This is an optimization exercise on Yosys and OpenROAD, whose aim is small area, not a production implementation.
Only simulation tests tie the RTL to the original design; equivalence was not proved.
No driver is modelled on the clock port, so clock power and skew are understated where the tree is cut down; a real chip needs a root buffer or a tree.
No activity file was given, so power comes from the tool's default toggle rates.

==> module measure_cotr, before the edit <==
module measure_cotr
(
    input           clk_sys,
    input           clk_samp,
    input           rst_n,
    input [11:0]    AD_data,
    output [1:0]    cotr_sig,
    output [23:0]   data_out
);
    localparam [2:0] PH_IDLE0 = 3'd0,
                     PH_IDLE1 = 3'd3,
                     PH_START = 3'd1,
                     PH_COUNT = 3'd5,
                     PH_LAST  = 3'd4,
                     PH_DONE  = 3'd6,
                     PH_W     = 3'd2;
    reg        samp0, samp1;
    reg [2:0]  ph;
    reg [1:0]  cotr;
    reg [7:0]  cnt;
    reg [22:0] dout;
    reg [3:0]  k;
    reg        m;
    reg        c;
    reg [10:0] P;
    reg [11:0] Q;
    reg [29:0] S;
    wire strobe   = samp0 & ~samp1;
    wire counting = (ph == PH_COUNT);
    wire cnt_last = (cnt == 8'h80);      
    wire active   = |k;
    wire [12:0] term = Q[0] ? {Q[11:1], 1'b0, 1'b1} : 13'd0;
    wire [12:0] V;
    wire [12:0] vc;
    assign V[0]  = P[0] ^ term[0];
    assign vc[0] = P[0] & term[0];
    assign V[1]  = P[1] ^ vc[0];
    assign vc[1] = P[1] & vc[0];
    genvar gi;
    generate
        for (gi = 2; gi <= 10; gi = gi + 1) begin : g_fa
            assign V[gi]  = P[gi] ^ term[gi] ^ vc[gi-1];
            assign vc[gi] = (P[gi] & term[gi]) | (P[gi] & vc[gi-1]) | (term[gi] & vc[gi-1]);
        end
    endgenerate
    assign V[11]  = term[11] ^ vc[10];
    assign vc[11] = term[11] & vc[10];
    assign V[12]  = term[12] ^ vc[11];
    assign vc[12] = 1'b0;
    wire [1:0]  d    = (k <= 4'd11) ? V[1:0] : 2'b00;
    wire [1:0]  a    = m ? 2'b00 : S[1:0];
    wire        s0   = a[0] ^ d[0] ^ c;
    wire        c0   = (a[0] & d[0]) | (a[0] & c) | (d[0] & c);
    wire        s1   = a[1] ^ d[1] ^ c0;
    wire        c1   = (a[1] & d[1]) | (a[1] & c0) | (d[1] & c0);
    wire [21:0] res  = S[27:6];
    always @(posedge clk_sys) begin
        samp0 <= clk_samp;
        samp1 <= samp0;
    end
    always @(posedge clk_sys) begin
        Q <= strobe ? AD_data : {1'b0, Q[11:1]};
        P <= strobe ? 11'd0 : V[12:2];
        c <= active & c1;
        if (active)
            S <= {s1, s0, S[29:2]};
    end
    always @(posedge clk_sys) begin
        if (!rst_n) begin
            k <= 4'd0;
            m <= 1'b1;
        end else begin
            k <= (strobe | active) ? k + 4'd1 : 4'd0;
            if (strobe)
                m <= m | ~counting | cnt_last;
            else if (&k)
                m <= 1'b0;
        end
    end
    wire load = (ph == PH_DONE) && (res >= 22'd13141 || cotr[1]);
    always @(posedge clk_sys) begin
        if (!rst_n || load)
            dout <= {cotr[1], res} & {23{rst_n}};
    end
    always @(posedge clk_sys) begin
        if (!rst_n || (counting && strobe))
            cnt <= rst_n ? {cnt[6:0], cnt[7] ^ cnt[5] ^ cnt[4] ^ cnt[3]} : 8'h01;
    end
    always @(posedge clk_sys) begin
        if (!rst_n) begin
            ph   <= PH_IDLE0;
            cotr <= 2'b00;
        end else begin
            case (ph)
                PH_IDLE0: ph <= PH_IDLE1;
                PH_IDLE1: begin
                    cotr <= 2'b00;
                    ph   <= PH_START;
                end
                PH_W: begin
                    cotr <= {cotr[0], ~cotr[0]};
                    ph   <= PH_START;
                end
                PH_START: ph <= PH_COUNT;
                PH_COUNT: begin
                    if (strobe && cnt_last)
                        ph <= PH_LAST;
                end
                PH_LAST: ph <= PH_DONE;
                PH_DONE: begin
                    if (load)
                        ph <= PH_IDLE0;
                    else
                        ph <= PH_W;
                end
                default: ph <= PH_IDLE0;
            endcase
        end
    end
    assign cotr_sig = cotr;
    assign data_out = {dout[22], 1'b0, dout[21:0]};
endmodule
clock: 10.0 ns
lec_check: 0
cap_margin: 20
core_margin: 2
core_utilization: 75
gpl_timing_driven: 0
slew_margin: 20
standard.sh (not shown) runs the stock make flow with config.mk's settings and CLKGATE_MAP_FILE= SYNTH_SCRIPT=/design/flow/synth_recipe.tcl, a recipe that flattens the netlist after the stock synthesis.
==> flow/flow/run.sh <==
#!/bin/bash
# Standard ORFS layout with these changes:
#  - synthesis maps logic with an area-oriented ABC script (flow/abc.script);
#    everything else in synthesis, including the registers, is the standard one;
#  - synthesis buffers are removed before placement (flow/pre_place.tcl);
#  - the port buffers are buf_1 cells;
#  - after placement, cells and buffers larger than slew and capacitance need are
#    downsized, and the clock tree is one level of buffers (flow/cts.tcl).
set -euo pipefail
export BUFFER_PORTS_ARGS="-buffer_cell sky130_fd_sc_hd__buf_1"
rm -rf scripts_abc
cp -r "$FLOW_HOME/scripts" scripts_abc
cp flow/abc.script scripts_abc/abc_speed.script
bash standard.sh SCRIPTS_DIR="$PWD/scripts_abc" synth > 0_synth.log 2>&1
bash standard.sh floorplan > 1_floorplan.log 2>&1
openroad -no_init -exit flow/pre_place.tcl > 2_pre_place.log 2>&1
bash standard.sh place > 3_place.log 2>&1
openroad -no_init -exit flow/cts.tcl > 4_cts.log 2>&1
bash standard.sh finish > 5_finish.log 2>&1
Other scripts of this flow, unchanged in this note and not shown: flow/flow/abc.script, flow/flow/cts.tcl, flow/flow/downsize.tcl, flow/flow/manual_cts.tcl, flow/flow/pre_place.tcl
Next try:
--- a/flow/design.v
+++ b/flow/design.v
@@ -60,7 +60,7 @@
         samp1 <= samp0;
     end
     always @(posedge clk_sys) begin
-        Q <= strobe ? AD_data : {1'b0, Q[11:1]};
+        Q <= ({1'b0, Q[11:1]} & {12{active}}) | (AD_data & {12{strobe}});
         P <= strobe ? 11'd0 : V[12:2];
         c <= active & c1;
         if (active)
=> The changed run finished with timing, DRC and antenna clean. Wire length is higher by 9.7%. Cell area is lower by 0.51%. Via count is higher by 6.9%. Core utilization is lower by 0.43 points. Sequential cell count stays the same. Worst setup slack degrades by 0.013 ns. First-iteration DRC count is higher by 78%. Area after synthesis is lower by 0.69%. Clock skew is higher by 0.0059 ns. Total power is lower by 8.5%. Synthesized cell count is higher by 1.7%.
No run of this note takes its clock network from TritonCTS; it comes from the design's own scripts or RTL.


job 101:
RTL: one of the versions met above, not the one the previous note started from.
Size: about 250 cells after synthesis, about 97 flip-flops, ~41 I/O pins.
==> module measure_cotr, before the edit <==
module measure_cotr
(
    input           clk_sys,
    input           clk_samp,
    input           rst_n,
    input [11:0]    AD_data,
    output [1:0]    cotr_sig,
    output [23:0]   data_out
);
    localparam [2:0] PH_IDLE0 = 3'd0,
                     PH_IDLE1 = 3'd3,
                     PH_START = 3'd1,
                     PH_COUNT = 3'd5,
                     PH_LAST  = 3'd4,
                     PH_DONE  = 3'd6,
                     PH_W     = 3'd2;
    reg        samp0, samp1;
    reg [2:0]  ph;
    reg [1:0]  cotr;
    reg [7:0]  cnt;
    reg [22:0] dout;
    reg [3:0]  k;
    reg        m;
    reg        c;
    reg [10:0] P;
    reg [11:0] Q;
    reg [29:0] S;
    wire strobe   = samp0 & ~samp1;
    wire counting = (ph == PH_COUNT);
    wire cnt_last = (cnt == 8'h80);      
    wire active   = |k;
    wire [12:0] term = Q[0] ? {Q[11:1], 1'b0, 1'b1} : 13'd0;
    wire [12:0] V;
    wire [12:0] vc;
    assign V[0]  = P[0] ^ term[0];
    assign vc[0] = P[0] & term[0];
    assign V[1]  = P[1] ^ vc[0];
    assign vc[1] = P[1] & vc[0];
    genvar gi;
    generate
        for (gi = 2; gi <= 10; gi = gi + 1) begin : g_fa
            assign V[gi]  = P[gi] ^ term[gi] ^ vc[gi-1];
            assign vc[gi] = (P[gi] & term[gi]) | (P[gi] & vc[gi-1]) | (term[gi] & vc[gi-1]);
        end
    endgenerate
    assign V[11]  = term[11] ^ vc[10];
    assign vc[11] = term[11] & vc[10];
    assign V[12]  = term[12] ^ vc[11];
    assign vc[12] = 1'b0;
    wire [1:0]  d    = (k <= 4'd11) ? V[1:0] : 2'b00;
    wire [1:0]  a    = m ? 2'b00 : S[1:0];
    wire        s0   = a[0] ^ d[0] ^ c;
    wire        c0   = (a[0] & d[0]) | (a[0] & c) | (d[0] & c);
    wire        s1   = a[1] ^ d[1] ^ c0;
    wire        c1   = (a[1] & d[1]) | (a[1] & c0) | (d[1] & c0);
    wire [21:0] res  = S[27:6];
    always @(posedge clk_sys) begin
        samp0 <= clk_samp;
        samp1 <= samp0;
    end
    always @(posedge clk_sys) begin
        Q <= ({1'b0, Q[11:1]} & {12{active}}) | (AD_data & {12{strobe}});
        P <= strobe ? 11'd0 : V[12:2];
        c <= active & c1;
        if (active)
            S <= {s1, s0, S[29:2]};
    end
    always @(posedge clk_sys) begin
        if (!rst_n) begin
            k <= 4'd0;
            m <= 1'b1;
        end else begin
            k <= (strobe | active) ? k + 4'd1 : 4'd0;
            if (strobe)
                m <= m | ~counting | cnt_last;
            else if (&k)
                m <= 1'b0;
        end
    end
    wire load = (ph == PH_DONE) && (res >= 22'd13141 || cotr[1]);
    always @(posedge clk_sys) begin
        if (!rst_n || load)
            dout <= {cotr[1], res} & {23{rst_n}};
    end
    always @(posedge clk_sys) begin
        if (!rst_n || (counting && strobe))
            cnt <= rst_n ? {cnt[6:0], cnt[7] ^ cnt[5] ^ cnt[4] ^ cnt[3]} : 8'h01;
    end
    always @(posedge clk_sys) begin
        if (!rst_n) begin
            ph   <= PH_IDLE0;
            cotr <= 2'b00;
        end else begin
            case (ph)
                PH_IDLE0: ph <= PH_IDLE1;
                PH_IDLE1: begin
                    cotr <= 2'b00;
                    ph   <= PH_START;
                end
                PH_W: begin
                    cotr <= {cotr[0], ~cotr[0]};
                    ph   <= PH_START;
                end
                PH_START: ph <= PH_COUNT;
                PH_COUNT: begin
                    if (strobe && cnt_last)
                        ph <= PH_LAST;
                end
                PH_LAST: ph <= PH_DONE;
                PH_DONE: begin
                    if (load)
                        ph <= PH_IDLE0;
                    else
                        ph <= PH_W;
                end
                default: ph <= PH_IDLE0;
            endcase
        end
    end
    assign cotr_sig = cotr;
    assign data_out = {dout[22], 1'b0, dout[21:0]};
endmodule
export LEC_CHECK = 0
export CAP_MARGIN = 20
export CORE_MARGIN = 2
export CORE_UTILIZATION = 75
export GPL_TIMING_DRIVEN = 0
export SLEW_MARGIN = 20
create_clock -name core_clock -period 10.0 [get_ports {clk_sys}]
==> flow/flow/run.sh <==
#!/bin/bash
# Standard ORFS layout with these changes:
#  - synthesis maps logic with an area-oriented ABC script (flow/abc.script);
#    everything else in synthesis, including the registers, is the standard one;
#  - synthesis buffers are removed before placement (flow/pre_place.tcl);
#  - the port buffers are buf_1 cells;
#  - after placement, cells and buffers larger than slew and capacitance need are
#    downsized, and the clock tree is two levels of inverters (flow/cts.tcl).
set -euo pipefail
export BUFFER_PORTS_ARGS="-buffer_cell sky130_fd_sc_hd__buf_1"
rm -rf scripts_abc
cp -r "$FLOW_HOME/scripts" scripts_abc
cp flow/abc.script scripts_abc/abc_speed.script
bash standard.sh SCRIPTS_DIR="$PWD/scripts_abc" synth > 0_synth.log 2>&1
bash standard.sh floorplan > 1_floorplan.log 2>&1
openroad -no_init -exit flow/pre_place.tcl > 2_pre_place.log 2>&1
bash standard.sh place > 3_place.log 2>&1
openroad -no_init -exit flow/cts.tcl > 4_cts.log 2>&1
bash standard.sh finish > 5_finish.log 2>&1
Other scripts of this flow, unchanged in this note and not shown: flow/flow/abc.script, flow/flow/cts.tcl, flow/flow/downsize.tcl, flow/flow/manual_cts.tcl, flow/flow/pre_place.tcl
Job 101 completed every stage of the flow, and the final layout passed the timing, DRC and antenna checks.
#### Input delta (job 102 over job 101)
--- a/flow/design.v
+++ b/flow/design.v
@@ -27,12 +27,13 @@
     reg [11:0] Q;
     reg [29:0] S;
     wire strobe   = samp0 & ~samp1;
     wire counting = (ph == PH_COUNT);
     wire cnt_last = (cnt == 8'h80);      
     wire active   = |k;
+    wire k_end    = (k == 4'b1000);
     wire [12:0] term = Q[0] ? {Q[11:1], 1'b0, 1'b1} : 13'd0;
     wire [12:0] V;
     wire [12:0] vc;
     assign V[0]  = P[0] ^ term[0];
     assign vc[0] = P[0] & term[0];
     assign V[1]  = P[1] ^ vc[0];
@@ -45,13 +46,14 @@
         end
     endgenerate
     assign V[11]  = term[11] ^ vc[10];
     assign vc[11] = term[11] & vc[10];
     assign V[12]  = term[12] ^ vc[11];
     assign vc[12] = 1'b0;
-    wire [1:0]  d    = (k <= 4'd11) ? V[1:0] : 2'b00;
+    wire        k_tail = k[3] & (k[2] | ~k[1]) & (k[1] | ~k[0]);
+    wire [1:0]  d    = k_tail ? 2'b00 : V[1:0];
     wire [1:0]  a    = m ? 2'b00 : S[1:0];
     wire        s0   = a[0] ^ d[0] ^ c;
     wire        c0   = (a[0] & d[0]) | (a[0] & c) | (d[0] & c);
     wire        s1   = a[1] ^ d[1] ^ c0;
     wire        c1   = (a[1] & d[1]) | (a[1] & c0) | (d[1] & c0);
     wire [21:0] res  = S[27:6];
@@ -68,16 +70,16 @@
     end
     always @(posedge clk_sys) begin
         if (!rst_n) begin
             k <= 4'd0;
             m <= 1'b1;
         end else begin
-            k <= (strobe | active) ? k + 4'd1 : 4'd0;
+            k <= strobe ? 4'b0001 : (k_end ? 4'd0 : {k[2:0], k[3] ^ k[2]});
             if (strobe)
                 m <= m | ~counting | cnt_last;
-            else if (&k)
+            else if (k_end)
                 m <= 1'b0;
         end
     end
     wire load = (ph == PH_DONE) && (res >= 22'd13141 || cotr[1]);
     always @(posedge clk_sys) begin
         if (!rst_n || load)
Notes after the runs:
Job 102 vs job 101: last weighted congestion value of the routability-driven placer up in job 102
The flow did not stop early for job 102: all stages ran, and the layout cleared the timing, DRC and antenna checks.
Between job 101 and job 102, the fraction of power consumed by combinational cells is lower for job 102.
In terms of fmax, job 102 and job 101 differ only marginally.
Job 102 against job 101: worst path arrival time +0.02 ns; fraction of the core area covered by cells at the end of the flow picked up an extra 0.93 points.
Any difference in total number of placement rows between job 101 and job 102 is small enough to ignore.
Clock skew delta for job 102 relative to job 101: 0.0043 ns higher
Between job 101 and job 102, the difference in share of the clock period used by the worst path is negligible.
Diff job 101 -> job 102: register-to-register slack saw little to no change; power saw a decrease; least setup slack across all paths after layout saw a decrease; global-route usage saw an increase.
No run of this note takes its clock network from TritonCTS; it comes from the design's own scripts or RTL.

[separate check: timing with driven ports]
How much do the figures lean on ideal ports? The routed layouts below were timed once more, with nothing changed but the port constraints. Step 1 sets driving cells, clkbuf_16 on the clock port and buf_2 on the other inputs (assumed; they add their load-dependent delay and slew). Step 2 adds t to the input delays and takes it off the output delays; t is the mean of the earliest and latest rising clock arrival at the registers after step 1. Input paths then give back, and output paths get back, about the clock's delay inside the block. Slacks: ideal ports / drivers / drivers and shift; pairs: ideal ports / drivers.
| run | t (ns) | setup WS [ns] | worst setup path at the end | slew at the worst register clock pin (ns) |
|---|---|---|---|---|
| the first run of note 1 | 0.202 | 5.158 / 5.158 / 5.158 | register to register | 0.09 / 0.09 |
| the second run of note 1 | 0.201 | 5.145 / 5.145 / 5.145 | register to register | 0.10 / 0.10 |
| job 101 | 0.253 | 5.141 / 5.141 / 5.141 | register to register | 0.10 / 0.10 |
| job 102 | 0.264 | 5.132 / 5.132 / 5.132 | register to register | 0.10 / 0.10 |
After both steps setup and hold are still met in every run listed.
